This is an optimization exercise on Yosys and OpenROAD, whose aim is small area and a short achievable clock period, not a production implementation. Function was checked by simulation only, so behaviour that the tests miss may differ from the original. No activity file was given, so power comes from the tool's default toggle rates.

== run 1 ==
// piped_wallace_mult
module piped_wallace_mult(
    input wire clock, reset,
    input wire [15:0] x, y,
    output reg [31:0] prod
);
    reg [59:0] r1;
    reg [101:0] r2;
    reg [61:0] r3;
    reg v1, v2;
    wire g1 = x[1] & x[0];
    wire q2 = x[1] ^ x[0];
    wire g3 = x[2] & x[1];
    wire q4 = x[2] ^ x[1];
    wire g5 = x[3] & x[2];
    wire q6 = x[3] ^ x[2];
    wire g7 = x[4] & x[3];
    wire q8 = x[4] ^ x[3];
    wire g9 = x[5] & x[4];
    wire q10 = x[5] ^ x[4];
    wire g11 = x[6] & x[5];
    wire q12 = x[6] ^ x[5];
    wire g13 = x[7] & x[6];
    wire q14 = x[7] ^ x[6];
    wire g15 = x[8] & x[7];
    wire q16 = x[8] ^ x[7];
    wire g17 = x[9] & x[8];
    wire q18 = x[9] ^ x[8];
    wire g19 = x[10] & x[9];
    wire q20 = x[10] ^ x[9];
    wire g21 = x[11] & x[10];
    wire q22 = x[11] ^ x[10];
    wire g23 = x[12] & x[11];
    wire q24 = x[12] ^ x[11];
    wire g25 = x[13] & x[12];
    wire q26 = x[13] ^ x[12];
    wire g27 = x[14] & x[13];
    wire q28 = x[14] ^ x[13];
  ...
make LEC_CHECK=0 CAP_MARGIN=20 CORE_MARGIN=2 CORE_UTILIZATION=40 SETUP_SLACK_MARGIN=0.95 SLEW_MARGIN=20 SYNTH_HIERARCHICAL=1 SYNTH_MINIMUM_KEEP_SIZE=0 finish   # period 2.8 ns
run.sh (not shown) runs the stock make flow with config.mk's settings and CLKGATE_MAP_FILE= SYNTH_SCRIPT=/design/flow/synth_recipe.tcl, a recipe that flattens the netlist after the stock synthesis.
The flow did not stop early for run 1: all stages ran, and the layout cleared the timing, design-rule and antenna checks.
> inputs changed (run 1 -> run 2)
- SETUP_SLACK_MARGIN now 1.4, was 0.95
==> notes.md <==
On multi-input logic portion of the cell area: between run 1 and run 2, it ends up higher for run 2. Power on run 2 is behind run 1. Run 1 -> run 2: wire length increased by more than 10%. For the routed length on met1, run 2 came in 540 um higher than run 1 did. Diff run 1 and run 2: clock network contribution to total cell area lower in run 2. Sort run 1 and run 2 by final weighted congestion in routability-driven placement asc -> top: run 1. [run 2 vs run 1] sequential share of layout area: lower in run 2. Run comparison: run 2 power group with the largest share combinational logic; run 1 power group with the largest share sequential cells. Relative to run 1, the synthesis-to-finish area growth of run 2 is higher by 14 points. [compare] base=run 1 new=run 2: flip-flop and latch area shows an increase of 1.9%, clock-pin slew reported for the worst setup and hold paths after clock tree synthesis did not really move.
The following lists how run 3 was set up differently from run 2:
- changing SETUP_SLACK_MARGIN from 1.4 to 0.2
## What came out
- Run 3 ran to completion and came out clean on the timing, design-rule and antenna checks.
- Re time the final worst path needs with I/O delays and setup: run 2 was lower than run 3.
- Fraction of registers with async set/reset: run 2 vs run 3 identical
- Run 3 vs. run 2: clock network fraction of total power went up by 2.2 points.
- Looking at sequential share of cell area, run 3 sits above run 2.
- Taking run 2 as the reference, in run 3 via count fell by 685; worst hold margin moved up; total global-route track usage dropped 1.5 points; cell area lower.

---

## job 101
piped_wallace_mult, a different RTL version from the one above (not shown whole).
For scale: ~1100 cells after synthesis, roughly 250 flip-flops, about 13000 um^2 of cells after synthesis.
clock: 2.8 ns
lec_check: 0
cap_margin: 20
core_margin: 2
core_utilization: 40
setup_slack_margin: 0.95
slew_margin: 20
synth_hierarchical: 1
synth_minimum_keep_size: 0
The flow did not stop early for job 101: all stages ran, and the layout cleared the timing, design-rule and antenna checks.
Here is what was changed in the inputs of job 102 compared with job 101.
- an added BUFFER_PORTS_ARGS of -buffer_cell sky130_fd_sc_hd__buf_2
- an added CTS_BUF_LIST of sky130_fd_sc_hd__clkbuf_8
==> flow/flow/run.sh (new file) <==
#!/bin/bash
# The standard layout (standard.sh, unchanged synthesis), except that the
# port buffers are plain buffers instead of delay cells. Tool output: standard.log
# here and ORFS's own logs under orfs/logs.
set -e
echo 'export BUFFER_PORTS_ARGS = -buffer_cell sky130_fd_sc_hd__buf_2' >> "$FLOW_CONFIG"
bash standard.sh > standard.log 2>&1
==> flow/standard.sh (new file) <==
#!/bin/bash
# synth_recipe.tcl (not shown) runs the flow's synth.tcl, then flattens the netlist and writes it again
# the make line also repeats each setting of config.mk as NAME=value (left out here)
make -C /OpenROAD-flow-scripts/flow DESIGN_CONFIG=/design/flow/config.mk WORK_HOME=/design/flow/orfs CLKGATE_MAP_FILE= SYNTH_SCRIPT=/design/flow/synth_recipe.tcl "${@:-finish}"
removed: flow/run.sh
Findings:
On final weighted congestion in routability-driven placement, job 101 tracks job 102 almost exactly. Changes observed in job 102 relative to job 101: power of the sequential group level, combinational power level, number of global-route vias before repair moved up. Delta(worst hold slack, job 102 - job 101) < 0. sky130_fd_sc_hd__dfxtp_2 as the slowest library cell on the worst path was reported by job 102, and sky130_fd_sc_hd__clkdlybuf4s50_1 by job 101. Against job 101, setup slack after placement in job 102 came out better. Relative to job 101, met3 demand-to-capacity share in global routing increased by 0.91 points in job 102.
Modified inputs, job 103 compared to job 102
- CTS_BUF_LIST removed (was sky130_fd_sc_hd__clkbuf_8)
==> flow/flow/run.sh <==
#!/bin/bash
set -e
cp standard.sh standard.sh.orig.txt
cat "$FLOW_CONFIG" > config.orig.txt
echo 'export BUFFER_PORTS_ARGS = -buffer_cell sky130_fd_sc_hd__buf_2' >> "$FLOW_CONFIG"
bash standard.sh > standard.log 2>&1
Results
Cmp job 103 vs job 102: length of routed met3 wiring lower in job 103
Switching power of job 103 falls short of that of job 102 by a few percent.
The final critical-path share of the clock period in job 103 was lower than what job 102 gave.
The final layout from job 103, which completed every stage, passed the timing, design-rule and antenna checks at the end of the flow.
Global routing met3 resource utilization ended up 0.83 points lower on job 103 than on job 102.
Job 103 ends up with a total global-route track usage that is 0.25 points lower than in job 102.
In job 103 the reported combinational group power turned out about 0.8% higher than in job 102.
Compared job 102 against job 103; total power of the final layout within noise.
[compare] base=job 102 new=job 103: cell count lower; relative area change from synthesis to final layout lower.
Combined flip-flop and latch cell area essentially unchanged between job 102 and job 103.
The endpoint of the worst setup timing path comes out r2[31] in one run and prod[28] in the other, namely in job 103 and job 102 respectively.
Against job 102 as the reference, job 103 delivers a lower clock latency reported for the late side of the worst-skew pair.
Edits applied to the flow inputs when going from job 103 to job 104:
- BUFFER_PORTS_ARGS: -buffer_cell sky130_fd_sc_hd__buf_2 -> -buffer_cell sky130_fd_sc_hd__buf_1
- SLEW_MARGIN: 20 -> 0
- CAP_MARGIN: 20 -> 0
==> flow/flow/run.sh <==
#!/bin/bash
# The standard layout (standard.sh, unchanged synthesis), except that the
# port buffers are plain buffers instead of delay cells. Tool output: standard.log
# here and ORFS's own logs under orfs/logs.
set -e
echo 'export BUFFER_PORTS_ARGS = -buffer_cell sky130_fd_sc_hd__buf_1' >> "$FLOW_CONFIG"
bash standard.sh > standard.log 2>&1
Results
Job 104 | stages: all done | timing, DRC, antenna: all pass. Delta (job 104 minus job 103): area of all placed cells without fillers fell 1.7%, setup slack fell 20 ps, core utilization of the finished layout fell 0.78 points. Compared with job 103, in job 104 power density over the cells decreased about 1.4%; share of final layout cell area taken by clock buffers and inverters decreased 0.58 points. Critical path startpoint = r2[20]: job 104; critical path startpoint = r1[4]: job 103.
What job 105 does differently from job 104 at the input level:
- a change of CAP_MARGIN from 0 to 20
- a change of SLEW_MARGIN from 0 to 20
--- outcome ---
- Diff job 105..job 104 | distinct cell type count after synthesis | unchanged
- The cell area was comparable across job 104 and job 105.
- Any difference in area of all sequential standard cells between job 104 and job 105 is small enough to ignore.
- Going from job 104 to job 105, total count of hold-check failures in the final report now sits at about the same level; via count stayed essentially flat; setup slack did not really move.

---

Another version of the RTL of piped_wallace_mult (not shown whole).
Size: roughly 1100 cells after synthesis, roughly 13000 um2 of cells after synthesis.
clock: 2.8 ns
lec_check: 0
cap_margin: 20
core_margin: 2
core_utilization: 40
cts_cluster_diameter: 150
cts_cluster_size: 30
place_density: 0.8
setup_slack_margin: 0.95
slew_margin: 20
synth_hierarchical: 1
synth_minimum_keep_size: 0
buffer_ports_args: -buffer_cell sky130_fd_sc_hd__buf_1
standard.sh (not shown) runs the stock make flow with config.mk's settings and CLKGATE_MAP_FILE= SYNTH_SCRIPT=/design/flow/synth_recipe.tcl, a recipe that flattens the netlist after the stock synthesis.
==> flow/flow/run.sh <==
#!/bin/bash
# The standard layout (standard.sh, unchanged synthesis), except that the
# port buffers are plain buffers instead of delay cells. Tool output: standard.log
# here and ORFS's own logs under orfs/logs.
set -e
echo 'export BUFFER_PORTS_ARGS = -buffer_cell sky130_fd_sc_hd__buf_1' >> "$FLOW_CONFIG"
bash standard.sh > standard.log 2>&1
Then changed:
--- a/flow/config.mk
+++ b/flow/config.mk
@@ -11,6 +11,5 @@
 export CTS_CLUSTER_DIAMETER = 150
 export CTS_CLUSTER_SIZE = 30
-export PLACE_DENSITY = 0.8
-export SETUP_SLACK_MARGIN = 0.95
+export SETUP_SLACK_MARGIN = 0.9
 export SLEW_MARGIN = 20
 export SYNTH_HIERARCHICAL = 1
Effect: The changed run produced a clean layout; cell count rises slightly; total power fell slightly; synthesized area stays the same; wire length goes down by a few percent; non-clock buffer count rises by 8.
Then changed:
--- a/flow/config.mk
+++ b/flow/config.mk
@@ -11,5 +11,5 @@
 export CTS_CLUSTER_DIAMETER = 150
 export CTS_CLUSTER_SIZE = 30
-export SETUP_SLACK_MARGIN = 0.9
+export SETUP_SLACK_MARGIN = 1.0
 export SLEW_MARGIN = 20
 export SYNTH_HIERARCHICAL = 1
Effect: The new run finished clean; non-clock buffer count climbs by 4; via count rises by about 1.1%; clock skew came out lower by 0.011 ns.
Then changed:
--- a/flow/config.mk
+++ b/flow/config.mk
@@ -8,8 +8,8 @@
 export CAP_MARGIN = 20
 export CORE_MARGIN = 2
-export CORE_UTILIZATION = 40
+export CORE_UTILIZATION = 48
 export CTS_CLUSTER_DIAMETER = 150
 export CTS_CLUSTER_SIZE = 30
-export SETUP_SLACK_MARGIN = 1.0
+export SETUP_SLACK_MARGIN = 0.95
 export SLEW_MARGIN = 20
 export SYNTH_HIERARCHICAL = 1
Effect:
- The changed run produced a clean layout
- power is higher by 0.63%
- combinational power climbs by about 1%
- clock power stays flat
- non-clock buffer count came out higher by 7
- worst setup slack got worse by 0.026 ns
- cell count fell by 3.9%
Then changed:
--- a/flow/config.mk
+++ b/flow/config.mk
@@ -8,8 +8,8 @@
 export CAP_MARGIN = 20
 export CORE_MARGIN = 2
-export CORE_UTILIZATION = 48
+export CORE_UTILIZATION = 40
 export CTS_CLUSTER_DIAMETER = 150
 export CTS_CLUSTER_SIZE = 30
-export SETUP_SLACK_MARGIN = 0.95
+export SETUP_SLACK_MARGIN = 1.05
 export SLEW_MARGIN = 20
 export SYNTH_HIERARCHICAL = 1
=> Sequential cell count stays the same; worst setup slack gets worse by 0.0059 ns; area after synthesis stays the same; die area went up by about 20%; cell count rose by about 7%; critical path depth does not change; total power increases by 1.4%; synthesized cell count stays the same.

==> port drivers added, routing unchanged <==
The results above use ideal ports. As a check the final layouts listed here were re-extracted and re-timed, cells and wires unchanged. Step 1: set_driving_cell puts a clkbuf_16 on clock and a buf_2 on each other input, an assumption about the parent block. Step 2 times the ports against the registers' clock, not the clock port: input delays grow and output delays shrink by t, the midpoint of the rising clock arrivals with the driver on. a / b / c = ideal ports / drivers / drivers and shift; a / b = the first two.
run	t (ns)	setup WS [ns]	hold slack, ns	worst slew at a driven data input, ns
run 1	0.577	0.912 / 0.912 / 0.469	0.238 / 0.210 / 0.352	0.05
run 2	0.577	0.883 / 0.883 / 0.723	0.165 / 0.148 / 0.353	0.05
run 3	0.570	0.699 / 0.731 / 0.162	0.347 / 0.347 / 0.347	0.05
job 101	0.575	0.942 / 0.965 / 0.390	0.251 / 0.226 / 0.328	0.05
job 102	0.587	0.980 / 0.980 / 0.580	0.106 / 0.085 / 0.330	0.04
job 103	0.556	0.990 / 0.990 / 0.582	0.141 / 0.111 / 0.330	0.04
job 104	0.579	0.970 / 0.970 / 0.444	0.145 / 0.122 / 0.329	0.04
job 105	0.579	0.970 / 0.970 / 0.444	0.145 / 0.122 / 0.329	0.04
the first run of note 3	0.521	0.958 / 0.958 / 0.528	0.113 / 0.085 / 0.339	0.04
the second run of note 3	0.528	0.941 / 0.941 / 0.488	0.087 / 0.065 / 0.345	0.04
the third run of note 3	0.518	1.017 / 1.017 / 0.594	0.069 / 0.055 / 0.345	0.03
the fourth run of note 3	0.521	0.991 / 0.991 / 0.575	0.134 / 0.109 / 0.337	0.03
the fifth run of note 3	0.517	0.986 / 0.986 / 0.612	0.088 / 0.078 / 0.338	0.04
After both steps every run listed still meets setup and hold. For job 101, which loses most, drivers alone change the setup slack by +0.023 ns; drivers and shift together by -0.552 ns.
